From an optimization exercise on the open Yosys and OpenROAD flow, aimed at small area; shortcuts taken in it are not production practice.
Function was checked by simulation only, so behaviour that the tests miss may differ from the original.
Power figures rest on the tool's default switching activity, not on a simulated workload.

==> design.v <==
`timescale 1ns / 100ps
module tick_gen #(
    parameter CLK_IN_RATE_HZ = 1_000_000
    )(
    input wire clk_in,
    input wire reset,
    output reg clk_out_1Hz,
    output reg clk_out_5Hz,
    output wire tick_1Hz,
    output wire tick_5Hz
);
    localparam SRC_CYCLES_PER_5HZ_CYCLE = CLK_IN_RATE_HZ / 5;
    parameter COUNTER_WIDTH = $clog2(SRC_CYCLES_PER_5HZ_CYCLE) + 1;
    reg[COUNTER_WIDTH-1:0] counter;
    reg[2:0] counter_1Hz;
    wire half_period_done = counter == SRC_CYCLES_PER_5HZ_CYCLE / 2 - 1;
    assign tick_5Hz = !reset && half_period_done && !clk_out_5Hz;
    assign tick_1Hz = !reset && half_period_done && counter_1Hz == 3'd4 && !clk_out_1Hz;
    always @(posedge clk_in) begin
        if (reset) begin
            counter <= 1'b0;
            counter_1Hz <= 1'b0;
            clk_out_1Hz <= 1'b0;
            clk_out_5Hz <= 1'b0;
        end else begin
            if (half_period_done) begin
                counter <= 1'b0;
                clk_out_5Hz <= ~clk_out_5Hz;
                if (counter_1Hz == 3'd4) begin
                    counter_1Hz <= 1'b0;
                    clk_out_1Hz <= ~clk_out_1Hz;
                end else begin
                    counter_1Hz <= counter_1Hz + 1'b1;
                end
            end else begin
                counter <= counter + 1'b1;
            end
        end
    end
endmodule
`timescale 1ns / 100ps
module time_register #(
    parameter HOURS_STYLE_AMERICAN = 1
    )(
    output wire[23:0] time_bcd,
    input wire[23:0] time_to_load_bcd,
    input wire clk,
    input wire reset,
    input wire enable,
    input wire load_new,
    input wire increment_hours,
    input wire increment_minutes,
    input wire increment_seconds,
    output wire will_wraparound_hours,
    output wire will_wraparound_minutes,
    output wire will_wraparound_seconds
);
    reg[7:0] hours;
    reg[7:0] minutes;
    reg[7:0] seconds;
    function [7:0] inc_bcd;
        input[7:0] bcd_value;
        begin
            inc_bcd = bcd_value[3:0] >= 4'd9
                        ? {bcd_value[7:4] + 4'b1, 4'b0}
                        : bcd_value + 8'b1;
        end
    endfunction
    function should_wrap;
        input[7:0] bcd_value;
        input[7:0] threshold;
        begin
            should_wrap = bcd_value[7:4] > threshold[7:4]
                            || (bcd_value[7:4] == threshold[7:4] && bcd_value[3:0] >= threshold[3:0]); 
        end
    endfunction
    assign time_bcd = {hours, minutes, seconds};
    assign will_wraparound_hours = should_wrap(hours, (HOURS_STYLE_AMERICAN ? 8'h12 : 8'h23));
    assign will_wraparound_minutes = should_wrap(minutes, 8'h59);
    assign will_wraparound_seconds = should_wrap(seconds, 8'h59);
    always @(posedge clk) begin
        if (reset) begin
            {hours, minutes, seconds} <= 24'h0;
        end else if (enable) begin
            if (load_new) begin
                {hours, minutes, seconds} <= time_to_load_bcd;
            end else begin
                if (increment_hours) begin
                    hours <= will_wraparound_hours ? (HOURS_STYLE_AMERICAN ? 8'h1 : 8'h0) : inc_bcd(hours);
                end
                if (increment_minutes) begin
                    minutes <= will_wraparound_minutes ? 8'h0 : inc_bcd(minutes);
                end
                if (increment_seconds) begin
                    seconds <= will_wraparound_seconds ? 8'h0 : inc_bcd(seconds);
                end
            end
        end
    end
endmodule
`timescale 1ns / 100ps
module mode_control(
    input wire next_mode,
    input wire reset,
    input wire timer_clk,
    input wire adjuster_clk,
    input wire clk,
    output reg timer_load,
    output reg adjuster_load,
    output wire reg_select,
    output reg[2:0] adjust_mode
);
    assign reg_select = |adjust_mode;
    reg prev_next_mode;
    reg prev_timer_clk;
    reg prev_adjuster_clk;
    always @(posedge clk) begin
        if (reset) begin
            timer_load <= 1'b0;
            adjuster_load <= 1'b0;
            adjust_mode <= 3'b000;
            prev_next_mode <= 1'b0;
            prev_timer_clk <= 1'b0;
            prev_adjuster_clk <= 1'b0;
        end else begin
            prev_next_mode <= next_mode;
            if (!prev_next_mode && next_mode && !adjuster_load && !timer_load) begin
                case (adjust_mode)
                    3'b000: adjuster_load <= 1'b1;
                    3'b100: adjust_mode <= 3'b010;
                    3'b010: adjust_mode <= 3'b001;
                    3'b001: timer_load <= 1'b1;
                endcase
            end
            prev_timer_clk <= timer_clk;
            if (!prev_timer_clk && timer_clk && timer_load) begin
                timer_load <= 1'b0;
                adjust_mode <= 3'b000;
            end
            prev_adjuster_clk <= adjuster_clk;
            if (!prev_adjuster_clk && adjuster_clk && adjuster_load) begin
                adjuster_load <= 1'b0;
                adjust_mode <= 3'b100;
            end
        end
    end
endmodule
`timescale 1ns / 100ps
module adjust_inc_control #(
    parameter SINGLE_TO_CONTINUOUS_DELAY_TICKS = 5
    )(
    input wire adjust_increment,
    input wire[2:0] adjust_mode,
    input wire clk,
    input wire reset,
    input wire enable,
    output wire increment_hours,
    output wire increment_minutes,
    output wire increment_seconds
);
    parameter TICKS_VAL_WIDTH = $clog2(SINGLE_TO_CONTINUOUS_DELAY_TICKS) + 1;
    reg[TICKS_VAL_WIDTH - 1:0] ticks_to_cont;
    reg[2:0] mode_latch;
    wire do_inc;
    assign {increment_hours, increment_minutes, increment_seconds} =
                mode_latch & {3{do_inc}};
    assign do_inc = adjust_increment
                    && (ticks_to_cont == SINGLE_TO_CONTINUOUS_DELAY_TICKS 
                        || ticks_to_cont == 1'b0);
    always @(posedge clk) begin
        if (reset) begin
            mode_latch <= 3'b000;
            ticks_to_cont <= SINGLE_TO_CONTINUOUS_DELAY_TICKS;
        end else if (enable) begin
            mode_latch <= adjust_mode;
            if (!adjust_increment) begin
                ticks_to_cont <= SINGLE_TO_CONTINUOUS_DELAY_TICKS;
            end else begin
                if (mode_latch != adjust_mode) begin
                    ticks_to_cont <= SINGLE_TO_CONTINUOUS_DELAY_TICKS + 1'b1;
                end else if (ticks_to_cont) begin
                    ticks_to_cont <= ticks_to_cont - {{TICKS_VAL_WIDTH-1{1'b0}}, 1'b1};
                end
            end
        end
    end
endmodule
`timescale 1ns / 100ps
module blinker(
    input wire blink_pulse,
    input wire[2:0] blink_control,
    output wire[5:0] blink_out
);
    assign blink_out = {
        blink_control[2] ? {2{blink_pulse}} : 2'b11,
        blink_control[1] ? {2{blink_pulse}} : 2'b11,
        blink_control[0] ? {2{blink_pulse}} : 2'b11
    };
endmodule
`timescale 1ns/100ps
module led_display_driver #(
    parameter CLK_RATE_HZ = 390625
    )(
    input wire[23:0] data,
    input wire[5:0] digit_enable_mask,
     input wire[5:0] decimal_point_enable_mask, 
    output reg[7:0] display_led_segments,
    output wire[5:0] display_led_enable_mask,
    input wire reset,
    input wire clk
);
    localparam DISPLAY_REFRESH_RATE_HZ = 80;
    localparam DIGIT_REFRESH_RATE_HZ = DISPLAY_REFRESH_RATE_HZ * 6;
    parameter CLK_DIVIDER_STAGES = $clog2(CLK_RATE_HZ / DIGIT_REFRESH_RATE_HZ) - 1;
    reg[CLK_DIVIDER_STAGES-1:0] div_stages;
    always @(posedge clk) begin
        if (reset) begin
            div_stages <= {CLK_DIVIDER_STAGES{1'b0}};
        end else begin
            div_stages <= div_stages + 1'b1;
        end
    end
    wire digit_refresh_tick = !reset
            && div_stages == {1'b0, {CLK_DIVIDER_STAGES-1{1'b1}}};
    function[7:0] bcd_to_7seg;
        input[3:0] bcd;
        begin
            bcd_to_7seg = bcd == 4'h0 ? 8'b11111100 :
                          bcd == 4'h1 ? 8'b01100000 :
                          bcd == 4'h2 ? 8'b11011010 :
                          bcd == 4'h3 ? 8'b11110010 :
                          bcd == 4'h4 ? 8'b01100110 :
                          bcd == 4'h5 ? 8'b10110110 :
                          bcd == 4'h6 ? 8'b10111110 :
                          bcd == 4'h7 ? 8'b11100000 :
                          bcd == 4'h8 ? 8'b11111110 :
                          bcd == 4'h9 ? 8'b11110110 :
                                        8'b00000000;
        end
    endfunction
    reg[5:0] current_active;
    assign display_led_enable_mask = current_active & digit_enable_mask;
    always @(posedge clk) begin
        if (reset) begin
            current_active <= 6'b0;
            display_led_segments <= 8'b0;
        end else if (digit_refresh_tick) begin
        case (current_active)
            6'b1 << 0 : begin
                current_active <= 6'b1 << 1;
                display_led_segments <= bcd_to_7seg(data[7:4])
                                        | decimal_point_enable_mask[1];
            end
            6'b1 << 1 : begin
                current_active <= 6'b1 << 2;
                display_led_segments <= bcd_to_7seg(data[11:8])
                                        | decimal_point_enable_mask[2];
            end
            6'b1 << 2 : begin
                current_active <= 6'b1 << 3;
                display_led_segments <= bcd_to_7seg(data[15:12])
                                        | decimal_point_enable_mask[3];
            end
            6'b1 << 3 : begin
                current_active <= 6'b1 << 4;
                display_led_segments <= bcd_to_7seg(data[19:16])
                                        | decimal_point_enable_mask[4];
            end
            6'b1 << 4 : begin
                current_active <= 6'b1 << 5;
                display_led_segments <= bcd_to_7seg(data[23:20])
                                        | decimal_point_enable_mask[5];
            end
            default : begin
                current_active <= 6'b1 << 0;
                display_led_segments <= bcd_to_7seg(data[3:0])
                                        | decimal_point_enable_mask[0];
            end
        endcase
        end
    end
endmodule
`timescale 1ns / 100ps
module watchdog #(
    parameter NUM_SENSE_INPUTS = 4,
    parameter TICK_TO_BARK = 10
    )(
    input wire[NUM_SENSE_INPUTS-1:0] sense_inputs,
    input clk,
    input wire reset,
    input wire enable,
    output wire bark
);
    parameter COUNTER_WIDTH = $clog2(TICK_TO_BARK) + 1;
    reg[COUNTER_WIDTH-1:0] counter;
    reg out_enable;
    assign bark = out_enable && counter == TICK_TO_BARK;
    always @(posedge clk) begin
        if (reset) begin
            counter <= 1'b1;
            out_enable <= 1'b1;
        end else if (enable) begin
            if (sense_inputs) begin
                counter <= 1'b1;
                out_enable <= 1'b1;
            end else if (counter != TICK_TO_BARK) begin
                counter <= counter + 1'b1;
            end else begin
                out_enable <= 1'b0;
            end
        end
    end
endmodule
`timescale 1ns/100ps
module wall_clock #(
    parameter CLK_RATE_HZ = 32_768,
    parameter HOURS_STYLE_AMERICAN = 0
    )(
    output wire[7:0] display_led_segments,
    output wire[5:0] display_led_enable_mask,
    input wire adjustment_next,
    input wire adjustment_increment,
    input wire clk,
     input wire reset
);
    wire clk_1Hz;
    wire clk_adjust_reg;
    wire tick_1Hz;
    wire tick_adjust_reg;
     wire[5:0] decimal_point_enable_mask;
    tick_gen #(
        .CLK_IN_RATE_HZ(CLK_RATE_HZ)
        ) tick_generator (
        .clk_in(clk), 
        .reset(reset), 
        .clk_out_1Hz(clk_1Hz), 
        .clk_out_5Hz(clk_adjust_reg),
        .tick_1Hz(tick_1Hz),
        .tick_5Hz(tick_adjust_reg)
        );
    wire[23:0] timer_out;
    wire timer_load;
    wire timer_will_wraparound_minutes;
    wire timer_will_wraparound_seconds;
    wire[23:0] adjust_out;
    wire adjust_load;
    wire adjust_increment_hours;
    wire adjust_increment_minutes;
    wire adjust_increment_seconds;
    wire select_reg;
    wire[2:0] adjust_mode;
    wire[5:0] blink_out;
    wire mode_ctrl_reset;
    time_register #(.HOURS_STYLE_AMERICAN(HOURS_STYLE_AMERICAN)) timer_reg (
        .time_bcd(timer_out), 
        .time_to_load_bcd(adjust_out), 
        .clk(clk), 
        .reset(reset), 
        .enable(tick_1Hz), 
        .load_new(timer_load), 
        .increment_hours(timer_will_wraparound_minutes && timer_will_wraparound_seconds), 
        .increment_minutes(timer_will_wraparound_seconds), 
        .increment_seconds(1'b1), 
        .will_wraparound_hours(), 
        .will_wraparound_minutes(timer_will_wraparound_minutes), 
        .will_wraparound_seconds(timer_will_wraparound_seconds)
        );
    time_register #(.HOURS_STYLE_AMERICAN(HOURS_STYLE_AMERICAN)) adjust_reg (
        .time_bcd(adjust_out), 
        .time_to_load_bcd(timer_out), 
        .clk(clk), 
        .reset(reset), 
        .enable(tick_adjust_reg), 
        .load_new(adjust_load), 
        .increment_hours(adjust_increment_hours), 
        .increment_minutes(adjust_increment_minutes), 
        .increment_seconds(adjust_increment_seconds), 
        .will_wraparound_hours(), 
        .will_wraparound_minutes(), 
        .will_wraparound_seconds()
        );
    blinker led_blinker (
        .blink_pulse(clk_1Hz), 
        .blink_control(adjust_mode), 
        .blink_out(blink_out)
        );
     assign decimal_point_enable_mask = {
        1'b0, clk_1Hz, 1'b0, clk_1Hz, 1'b0, 1'b0
    };
    led_display_driver #(.CLK_RATE_HZ(CLK_RATE_HZ)) leds (
        .data(select_reg ? adjust_out : timer_out), 
        .digit_enable_mask(blink_out),
        .decimal_point_enable_mask(decimal_point_enable_mask),
        .display_led_segments(display_led_segments), 
        .display_led_enable_mask(display_led_enable_mask), 
        .reset(reset), 
        .clk(clk)
        );
    adjust_inc_control #(.SINGLE_TO_CONTINUOUS_DELAY_TICKS(5)) adjust_pulse_gen (
        .adjust_increment(adjustment_increment), 
        .adjust_mode(adjust_mode), 
        .clk(clk), 
        .reset(reset), 
        .enable(tick_adjust_reg), 
        .increment_hours(adjust_increment_hours), 
        .increment_minutes(adjust_increment_minutes), 
        .increment_seconds(adjust_increment_seconds)
        );
    mode_control mode_ctrl (
        .next_mode(adjustment_next), 
        .reset(reset || mode_ctrl_reset), 
        .timer_clk(clk_1Hz), 
        .adjuster_clk(clk_adjust_reg), 
        .clk(clk), 
        .timer_load(timer_load), 
        .adjuster_load(adjust_load), 
        .reg_select(select_reg), 
        .adjust_mode(adjust_mode)
        );
    watchdog #(
        .NUM_SENSE_INPUTS(2),
        .TICK_TO_BARK(10)
        ) mode_watchdog (
        .sense_inputs({adjustment_next, adjustment_increment}), 
        .clk(clk), 
        .reset(reset), 
        .enable(tick_1Hz), 
        .bark(mode_ctrl_reset)
        );
endmodule
==> run.sh <==
#!/bin/bash
# synth_recipe.tcl (not shown) runs the flow's synth.tcl, then flattens the netlist and writes it again
# the make line also repeats each setting of config.mk as NAME=value (left out here)
make -C /OpenROAD-flow-scripts/flow DESIGN_CONFIG=/design/flow/config.mk WORK_HOME=/design/flow/orfs CLKGATE_MAP_FILE= SYNTH_SCRIPT=/design/flow/synth_recipe.tcl finish
==> config.mk <==
export PLATFORM = sky130hd
export DESIGN_NAME = wall_clock
export DESIGN_NICKNAME = wall_clock
export VERILOG_FILES = /design/flow/design.v
export SDC_FILE = /design/flow/constraint.sdc
export NUM_CORES = 4
export LEC_CHECK = 0
export CAP_MARGIN = 20
export CORE_MARGIN = 2
export CORE_UTILIZATION = 40
export SLEW_MARGIN = 20
==> constraint.sdc <==
create_clock -name core_clock -period 10.0 [get_ports {clk}]
set_input_delay 2.0000 -clock core_clock [delete_from_list [all_inputs] [get_ports {clk}]]
set_output_delay 2.0000 -clock core_clock [all_outputs]
set_load 0.01 [all_outputs]
==> flow_metrics.tcl <==
set metrics [dict create \
    status "complete, no violations" \
    synthTopCellsByArea "dfxtp_1, ha_1, a21oi_1" \
    dr.pass1.iters 5 \
    htreeDepth 3 \
    p_int_mw 0.641 \
    ys_ff_latch 108 \
    fillers 2193 \
    cts_buffer_depth 2 \
    grt_antenna_before_repair 0 \
    fp.dieArea_um2 22400 \
    max-slew-margin-rel_pct 38.2 \
    first_global_vias 7365 \
    cp.required_ns 10.23 \
    syn_area_um2 8480 \
    n_antenna_cell 0 \
    cp-start-kind "input port" \
    synthCells 1140 \
    dpl.hpwl_um 15900 \
    yosysWarningCount 6 \
    grt_max_degree 84 \
    syn_avg_cell_area_um2 7.44 \
    grt_overflow 0 \
    setup_slack_ns 6.00 \
    met3WireLength_um 944 \
    utilization_pct 42.7 \
    synth_top_area_share_pct 25.5 \
    cts_made_buffers 9 \
    synth_edf_count 0 \
    finalCritPeriodShare_pct 40.0 \
    cts_resized 0 \
    whs_ns 0.468 \
    syn_to_final_growth_pct 5.15 \
    ir_drop_uv 80.7 \
    end_kind "flop" \
    synthesis.nets 1186 \
    cts_tree "built" \
    num_vias 7946 \
    viasPerCell 5.86 \
    rows 53 \
    synth.most_common_cell "nand2_1" \
    grt_pass1_wl_um 38900 \
    clk_latency_ns 0.37 \
    synth.top_cells.by_count "nand2_1, dfxtp_1, nor2_1" \
    drt-total-wl_um 23200 \
    start_util_pct 40.6 \
    tightestPinTransition_ns 0.927 \
    cts_setup_buffers 0 \
    critPathArrivalTime_ns 4.22 \
    dp_slack_ns 5.63 \
    synth_area_leader_cell "dfxtp_1" \
    r2r_cells 7 \
    hold_path_depth 1 \
    globalplace.congestion 0.846 \
    p_clk_share_pct 45.8 \
    path_max_fanout 16 \
    critPathKind "in -> reg" \
    path_clk_slew_ns 0.08 \
    top_layer_used "met4" \
    drt-initial-drc-count 693 \
    fin_nets 1121 \
    rsz0062_at_grt "no" \
    cts_hold_buf 0 \
    slew_violations 0 \
    power_switching_mw 0.215 \
    tns_ns 0 \
    maxCapViolCount 0 \
    leakage_nw 3.19 \
    synth_cell_types 79 \
    switching_share_pct 25.1 \
    ant_nets 0 \
    wl_per_cell_um 17.2 \
    placed_area_um2 8600 \
    fp.dieW_um 150 \
    met1_length_um 10900 \
    ios 18 \
    clkSinkCount 108 \
    min_period_ns 4.00 \
    synth_flop_cell "dfxtp_1" \
    clock_skew_ns 0.0168 \
    drc 0 \
    maxClockFrequency_ghz 0.250 \
    power_density_nw_per_um2 96.1 \
    dieHeight_um 150 \
    cts-root-buf "clkbuf_16" \
    power_frac_comb_pct 3.5 \
    hp-class "reg -> reg" \
    core-area_um2 20900 \
    finalSetupViolations 0 \
    stdcell_area_um2 8910 \
    wl_met2_um 10900 \
    synth-seq-area-share_pct 25.5 \
    port_buffers 17 \
    drive_gt1_share_pct 5.56 \
    grtUsageTotal_pct 21.3 \
    seqPwrFrac_pct 50.7 \
    hold_viol_final 0 \
    async_flop_share_pct 0 \
]
==> per-stage QoR <==
stage          total power [mW]  instances
4_1_cts                   0.866       1355
6_report                  0.856       1355
2_1_floorplan             0.465       1140
3_3_place_gp              0.474       1339
3_5_place_dp              0.474       1339
5_1_grt                   0.885       1355
==> routing by layer <==
metal  vias to the layer above  global-route usage, %
met1                      3776                   28.7
met2                       175                   35.4
met4                         0                   6.38
met5                         -                      0
li1                       3967                      -
met3                        28                   2.90
==> critical path: stages <==
cell and delay, ns:
clkdlybuf4s50_1 0.59, nor2b_1 0.40, a31oi_1 0.20, nor4_4 0.60, o21ai_0 0.19, a22oi_1 0.18
nor2_1 0.05
==> sequential cells by signal (all words and copies together) (netlist names), 3 cells and up <==
name,count
adjust_reg.seconds,8
tick_generator.counter_1Hz,3
adjust_reg.minutes,8
mode_ctrl.adjust_mode,3
timer_reg.seconds,8
adjust_reg.hours,8
mode_watchdog.counter,5
leds.current_active,6
leds.div_stages,6
timer_reg.hours,8
tick_generator.counter,14
adjust_pulse_gen.ticks_to_cont,4
leds.display_led_segments,8
adjust_pulse_gen.mode_latch,3
timer_reg.minutes,8
==> area by class of cell <==
class                      instances  area (um^2)  area share (%)
tap                              275          344            3.86
timing repair buffer              24          220            2.47
clock buffer                       9          225            2.53
multi-input combinational        888         5710            64.0
clock inverter                     7         91.3            1.02
sequential                       108         2160            24.3
inverter                          44          165            1.85
==> power groups by stage <==
stage / clock network [mW] / registers, mW / logic (mW)
5_1_grt: 0.417 / 0.435 / 0.0326
2_1_floorplan: 0 / 0.444 / 0.0205
6_report: 0.392 / 0.435 / 0.0296
3_3_place_gp: 0 / 0.445 / 0.0295
4_1_cts: 0.401 / 0.435 / 0.0295
3_5_place_dp: 0 / 0.445 / 0.0294
==> cells by family after synthesis <==
group / Yosys count / share of synthesized area [%]
flops: 108 / 25.5
simple gates: 456 / 28.1
compound gates: 308 / 23.7
mux: 45 / 5.45
buf+inv: 144 / 7.25
xor+xnor: 37 / 3.82
fa+ha+maj: 42 / 6.20
==> final timing paths <==
| path | slack, ns | end | startpoint |
|---|---|---|---|
| worst min register to register | 0.47 | leds.div_stages[0] | leds.div_stages[0] |
| worst max-delay path | 6.00 | adjust_reg.minutes[2] | adjustment_increment |
| worst max register to register | 6.45 | leds.display_led_segments[2] | mode_ctrl.adjust_mode[1] |
| worst min-delay path | 0.47 | leds.div_stages[0] | leds.div_stages[0] |
==> cell usage in the layout, fill, tap and decap left out, types with 7 or more instances in the layout <==
master,count
nand3_1,51
o21ai_0,70
nor2_1,106
a211oi_1,19
a311oi_1,7
nand2_1,120
clkdlybuf4s50_1,16
mux2i_1,36
o221ai_1,7
mux2_2,9
a22oi_1,9
o211ai_1,17
inv_1,44
xnor2_1,17
and2_1,16
o31ai_1,7
nor3_1,46
a31oi_1,13
dfxtp_1,108
nand2b_1,22
and3_1,9
a21oi_1,92
clkbuf_16,9
xor2_1,20
ha_1,42
or3_1,14
nand4_1,7
buf_4,8
nor2b_1,11

what the ideal ports hide:
Ports are ideal in the flow. The routed layout listed here was re-timed in OpenROAD. Step 1 sets driving cells, clkbuf_16 on the clock port and buf_2 on the other inputs (assumed; they add their load-dependent delay and slew). Step 2 also shifts input and output timing later by t, the mid clock arrival at the registers, as if the neighbouring blocks saw the same clock. Three values: ideal, step 1, step 2; two values: the first two.
t (ns): 0.411
slack for setup (ns): 6.004 / 6.026 / 5.614
latest minus earliest clock arrival (ns): 0.017 / 0.017
slew at the worst register clock pin (ns): 0.09 / 0.09
After both steps setup and hold are still met in this run. The setup slack of this run moves by +0.022 ns with the drivers and by -0.390 ns with both steps.
